This design comes from an exercise in tuning for small area, a short achievable clock period and few clock cycles on the open sky130 flow, not from production work. The RTL was checked by simulation tests, not by an equivalence proof against the original design. No activity file was given, so power comes from the tool's default toggle rates.

==> flow/design.v <==
module ahb_lite_fir_filter
(
  input  wire        clk,
  input  wire        n_rst,
  input  wire        hsel,
  input  wire [3:0]  haddr,
  input  wire        hsize,
  input  wire [1:0]  htrans,
  input  wire        hwrite,
  input  wire [15:0] hwdata,
  output reg  [15:0] hrdata,
  output reg         hresp
);
  wire xfer   = hsel & (htrans == 2'd2);
  wire wr_ok  = (haddr >= 4'd4) & (haddr <= 4'd14);
  always_comb hresp = xfer & (hwrite ? ~wr_ok : (haddr == 4'd15));
  reg        wp;           
  reg [3:0]  pa;           
  reg        ps;           
  always_ff @(posedge clk, negedge n_rst)
    if (!n_rst) wp <= 1'b0;
    else        wp <= xfer & hwrite & wr_ok;
  always_ff @(posedge clk) begin
    pa <= haddr;
    ps <= hsize;
  end
  wire wlo = wp & (ps | ~pa[0]);
  wire whi = wp & (ps |  pa[0]);
  reg [15:0] smp;                  
  reg [15:0] f0, f1, f2, f3;       
  reg [15:0] c0, c1, c2, c3;       
  reg [15:0] x1, x2;               
  reg [17:0] acc;                  
  reg [15:0] res;                  
  reg        err;
  reg [15:0] mr;                   
  reg [15:0] ma, mb;               
  reg s_0;                         
  reg u;                           
  reg s_c1;                        
  reg s_c2;                        
  reg s_c3;                        
  reg s_a3;                        
  reg g2;                          
  wire sel_smp = pa[3:1] == 3'd2;
  wire start   = wp & sel_smp;
  wire load    = wp & (pa == 4'd14) & hwdata[0];
  wire [15:0] smp_n = {whi & sel_smp ? hwdata[15:8] : smp[15:8],
                       wlo & sel_smp ? hwdata[7:0]  : smp[7:0]};
  always_ff @(posedge clk) begin
    if (start)     begin ma <= smp_n; mb <= c0; end
    else if (s_0)  begin ma <= smp;   mb <= c1; end
    else if (s_c1) begin ma <= x1;    mb <= c2; end
    else           begin ma <= x2;    mb <= c3; end
  end
  wire [31:0] prod = ma * mb;
  wire        sub  = g2 | s_c3;
  wire [17:0] opa  = s_c2 ? 18'd0 : acc;
  wire [17:0] sum  = sub ? opa - {2'b0, mr} : opa + {2'b0, mr};
  wire err_now = (~acc[17] & acc[16]) | (acc[17] & (mr > acc[15:0]));
  always_ff @(posedge clk)
    mr <= prod[30:15];
  always_ff @(posedge clk, negedge n_rst) begin
    if (!n_rst) begin
      smp <= '0;
      f0 <= '0; f1 <= '0; f2 <= '0; f3 <= '0;
      c0 <= '0; c1 <= '0; c2 <= '0; c3 <= '0;
      x1 <= '0; x2 <= '0;
      acc <= '0;
      res <= '0;
      err <= 1'b0;
      s_0 <= 1'b0; u <= 1'b0; s_c1 <= 1'b0; s_c2 <= 1'b0; s_c3 <= 1'b0;
      s_a3 <= 1'b0; g2 <= 1'b0;
    end else begin
      smp <= smp_n;
      if (wlo && pa[3:1] == 3'd3) f0[7:0]  <= hwdata[7:0];
      if (whi && pa[3:1] == 3'd3) f0[15:8] <= hwdata[15:8];
      if (wlo && pa[3:1] == 3'd4) f1[7:0]  <= hwdata[7:0];
      if (whi && pa[3:1] == 3'd4) f1[15:8] <= hwdata[15:8];
      if (wlo && pa[3:1] == 3'd5) f2[7:0]  <= hwdata[7:0];
      if (whi && pa[3:1] == 3'd5) f2[15:8] <= hwdata[15:8];
      if (wlo && pa[3:1] == 3'd6) f3[7:0]  <= hwdata[7:0];
      if (whi && pa[3:1] == 3'd6) f3[15:8] <= hwdata[15:8];
      if (start) begin
        x1 <= smp;
        x2 <= x1;
      end
      s_0  <= start | load;
      u    <= start;
      s_c1 <= s_0;
      g2   <= s_0 & u;
      s_c2 <= s_c1;
      s_c3 <= s_c2;
      s_a3 <= s_c3;
      if (load) begin
        c0 <= f0; c1 <= f1; c2 <= f2; c3 <= f3;
      end
      if (load)
        err <= 1'b0;
      else if (g2)
        err <= err_now;
      if (g2)
        res <= sum[17] ? 16'd0 - sum[15:0] : sum[15:0];
      if (s_c2 | s_c3 | s_a3)
        acc <= sum;
    end
  end
  reg [7:0] blo, bhi;
  always_comb begin
    case (pa[3:1])
      3'd0:    begin blo = {7'b0, s_0}; bhi = {7'b0, g2 ? err_now : err}; end
      3'd1:    begin blo = res[7:0];     bhi = res[15:8];   end
      3'd2:    begin blo = smp[7:0];     bhi = smp[15:8];   end
      3'd3:    begin blo = f0[7:0];      bhi = f0[15:8];    end
      3'd4:    begin blo = f1[7:0];      bhi = f1[15:8];    end
      3'd5:    begin blo = f2[7:0];      bhi = f2[15:8];    end
      3'd6:    begin blo = f3[7:0];      bhi = f3[15:8];    end
      default: begin blo = 8'd0;         bhi = 8'd0;        end
    endcase
    hrdata = {(ps | pa[0]) ? bhi : 8'd0, (ps | ~pa[0]) ? blo : 8'd0};
  end
endmodule
==> flow/run.sh <==
#!/bin/bash
# synth_recipe.tcl (not shown) runs the flow's synth.tcl, then flattens the netlist and writes it again
# the make line also repeats each setting of config.mk as NAME=value (left out here)
make -C /OpenROAD-flow-scripts/flow DESIGN_CONFIG=/design/flow/config.mk WORK_HOME=/design/flow/orfs CLKGATE_MAP_FILE= SYNTH_SCRIPT=/design/flow/synth_recipe.tcl finish
==> flow/config.mk <==
export PLATFORM = sky130hd
export DESIGN_NAME = ahb_lite_fir_filter
export DESIGN_NICKNAME = ahb_lite_fir_filter
export VERILOG_FILES = /design/flow/design.v
export SDC_FILE = /design/flow/constraint.sdc
export NUM_CORES = 4
export LEC_CHECK = 0
export CAP_MARGIN = 20
export CORE_MARGIN = 2
export CORE_UTILIZATION = 40
export SLEW_MARGIN = 20
==> flow/constraint.sdc <==
create_clock -name core_clock -period 11.0 [get_ports {clk}]
set_input_delay 2.2000 -clock core_clock [delete_from_list [all_inputs] [get_ports {clk}]]
set_output_delay 2.2000 -clock core_clock [all_outputs]
set_load 0.01 [all_outputs]
==> run_results.csv <==
group,metric,value,unit
hold_path,hp-class,"reg2reg",
setup_path,critPathLaunchType,"register",
flow_run,maxCapViolations,0,
synthesis,async_flop_share,80.51,%
placed_design,place.gp.congestion,0.8614,
power,p_leak,10.90,nW
die,die_x,230.8,um
clock_network,ctsResizeCount,0,
setup_path,timing.rr.start,"ma[10]",
route,vias,14480,
hold_path,hold_depth,0,
setup_path,crit_buf_inv,3,
clock_network,holdBufCountCts,0,
setup_path,rr_worst_depth,21,
clock_network,cts_setup_buffers,0,
die,dieArea,53280,um2
timing,setup_tns,0,ns
route,viasPerCell,5.186,
power,power_density,110.2,nW/um2
setup_path,critPathSlowestCell,"dfxtp_1",
synthesis,synth_edf_count,0,
setup_path,cp.arrival,7.13,ns
timing,fmax,149.9,MHz
global_route,grt_usage,19.57,%
synthesis,ys_ff_latch,272,
cells_and_area,nNetsFinal,2441,
cells_and_area,fillers,4874,
timing,skew,0.01426,ns
synthesis,synthCells,2090,
cells_and_area,fin_util,44.14,%
setup_path,endpoint_kind,"register",
clock_network,root_buffer,"clkbuf_16",
cells_and_area,largest_reg_flops,18,
hold_path,min_to,"s_a3",
setup_path,slowest_delay,0.73,ns
cells_and_area,regMostFlops,"acc",
clock_network,cts-buffers-inserted,29,
clock_network,cts_tree,"done",
cells_and_area,instances_no_fill,2792,
power,vdd_ir_drop_max,107.6,uV
timing,fin_crit,6.670,ns
timing,worstMarginPinSlew,0.9792,ns
die,rows,83,
timing,fin_ws,4.330,ns
timing,hold_viol_final,0,
global_route,grt_pass1_vias,14970,
route,detail-route-antenna-nets,0,
placed_design,place_inst,2738,
clock_network,clock_path_buffers,3,
synthesis,ys_warn_count,1,
setup_path,crit_required,11.46,ns
cells_and_area,mostFrequentLayoutCells,"315 x nand2_1, 256 x inv_1, 217 x dfrtp_1",
setup_path,timing.rr.end,"mr[15]",
setup_path,cp_cell_sequence,"nand2_1 -> fa_1 -> fa_1 -> fa_1 -> inv_1 -> fa_1 -> fa_1 -> inv_1 -> fa_1 -> inv_1 -> ha_1 -> nand2_1 -> a211o_1 -> a21o_1 -> o21ai_0 -> o31a_1 -> a21oi_1 -> o211ai_1 -> a31o_2 -> a21oi_1 -> xnor2_1",
synthesis,synth_top_area_share,26.63,%
die,initial_utilization,40.28,%
placed_design,io_buffers,43,
cells_and_area,syn_to_final_growth,9.593,%
timing,slew_headroom,34.63,%
setup_path,cp_max_fo,16,
synthesis,syn_avg_cell_area,9.847,um2
cells_and_area,fin_area,22560,um2
synthesis,yosysUniqueCellTypes,67,
route,drt-wirelength-per-cell,18.08,um
timing,timing.final.crit_share,60.64,%
synthesis,syn-cell-area,20580,um2
setup_path,worst-setup-path-type,"reg2reg",
placed_design,dpl_cell_area,21660,um2
synthesis,synth.area.top_cells,"dfrtp_1 27%, fa_1 19%, mux2_2 8.4%, ha_1 8.0%, nand2_1 5.7%",
route,drt_wl_total,50490,um
clock_network,path_clk_slew,0.07,ns
route,dr.pass1.iters,5,
global_route,grt_overflow,0,
cells_and_area,drive_gt1_share,11.03,%
timing,rsz0062_at_grt,"false",
setup_path,crit_start,"ma[10]",
setup_path,cpMostUsedCell,"fa_1",
setup_path,critical-path-top-delay-family,"adder cells",
placed_design,dp_hpwl,37720,um
setup_path,reg2reg_slack,4.33,ns
clock_network,clock_latency,0.57,ns
die,die_h,230.8,um
cells_and_area,num_antenna_cells,0,
hold_path,hp-start,"s_c3",
power,total_power,2.485,mW
timing,hold_ws,0.4417,ns
synthesis,synth_top_area_cell,"dfrtp_1",
global_route,antenna_found_initial,1,
placed_design,dp_slack,4.284,ns
timing,setup_viol,0,
route,drc,0,
synthesis,syn_nets,2442,
global_route,grt_pass1_wl,83030,um
route,drt_iter0_drc,1005,
die,core,51090,um2
synthesis,synth_ff_type,"dfrtp_1",
clock_network,htreeDepth,1,
synthesis,synth_seq_area_share,31.78,%
cells_and_area,final_common_cell,"nand2_1",
global_route,grt_max_degree,84,
outcome,status,"complete, no violations",
clock_network,cts.sinks,272,
die,ios,44,
timing,report.final.slew_viol_count,0,
==> cells in the mapped netlist, types with 4 or more instances <==
cell type	n
mux2_2	154
ha_1	132
nor3_1	19
nor2b_1	13
o21ai_1	11
or3_1	4
xnor2_1	30
a21oi_1	79
nand2_1	315
nor2_1	98
dfxtp_1	53
mux2i_1	38
nand2b_1	11
a31oi_1	15
o21ai_0	69
xor2_1	29
a22o_1	5
clkbuf_1	79
nand3_1	7
inv_1	256
dfrtp_1	219
o21a_1	9
and2_1	124
fa_1	193
nand4_1	7
a21o_1	14
buf_1	7
o31ai_1	7
a21boi_0	4
a22oi_1	32
==> kinds of logic (layout without fill, tap and decap cells) <==
family / after synthesis / in the layout / share of synthesized area [%]
simple gates: 622 / 622 / 13.90
buf+inv: 346 / 368 / 6.371
fa+ha+maj: 325 / 325 / 26.80
compound gates: 272 / 272 / 8.171
flops: 272 / 272 / 31.78
mux: 193 / 193 / 10.38
xor+xnor: 60 / 60 / 2.590
==> power by group <==
part | internal [mW] | switching, mW
clock | 0.520 | 0.412
sequential | 1.05 | 0.0573
combinational | 0.184 | 0.262
==> layer usage <==
metal	routed length [um]	GRT usage, %
met5	13	0
met3	2152	1.902
met2	23450	31.44
met4	1202	5.423
met1	23670	28.17
==> worst max-delay path by stage <==
stage                         to  cells past startpoint  slack (ns)
after CTS                 mr[15]                     21        4.26
after floorplan           mr[15]                     22        5.10
after detailed placement  mr[15]                     21        4.28
after global placement    mr[15]                     21        4.38
after global routing      mr[15]                     21        3.91
final                     mr[15]                     21        4.33
==> area by class of cell <==
type,instances,area [um2],area share (%)
clock buffers,47,833.3,3.694
clock inverters,7,58.81,0.2607
inverters,257,964.7,4.277
multi-input cells,1472,12760,56.57
flip-flops and latches,272,6544,29.01
well taps,680,850.8,3.772
repair buffers,57,544.3,2.413
==> worst reg2reg max path: stages, from the launching register on <==
cell and delay [ns]:
dfxtp_1 0.73, nand2_1 0.19, fa_1 0.54, fa_1 0.46, fa_1 0.56, inv_1 0.07, fa_1 0.50, fa_1 0.49
inv_1 0.05, fa_1 0.48, inv_1 0.04, ha_1 0.29, nand2_1 0.10, a211o_1 0.26, a21o_1 0.18, o21ai_0 0.67
o31a_1 0.26, a21oi_1 0.10, o211ai_1 0.23, a31o_2 0.20, a21oi_1 0.07, xnor2_1 0.12
Testbench counts, summed over its fixed seeds: cycles 4,104.

==> static timing again, ports no longer ideal <==
The results above use ideal ports. As a check the final layout listed here was re-extracted and re-timed, cells and wires unchanged. Step 1, drivers: a clkbuf_16 drives clk and a buf_2 each remaining input, both assumed. Step 2 moves the port delays by t, midway between the first and last clock arrival at a register: inputs arrive t later, outputs are due t later. That takes back most of the time a late clock gives input paths. Slacks: ideal ports / drivers / drivers and shift; pairs: ideal ports / drivers.
shift t [ns]: 0.619
setup slack, ns: 4.330 / 4.330 / 4.330
latest minus earliest clock arrival (ns): 0.015 / 0.015
slew at the worst register clock pin (ns): 0.07 / 0.07
pins driven straight from the clock port: 1
After both steps setup and hold are still met in this run. The setup slack of this run moves by 0.000 ns with the drivers and by 0.000 ns with both steps.
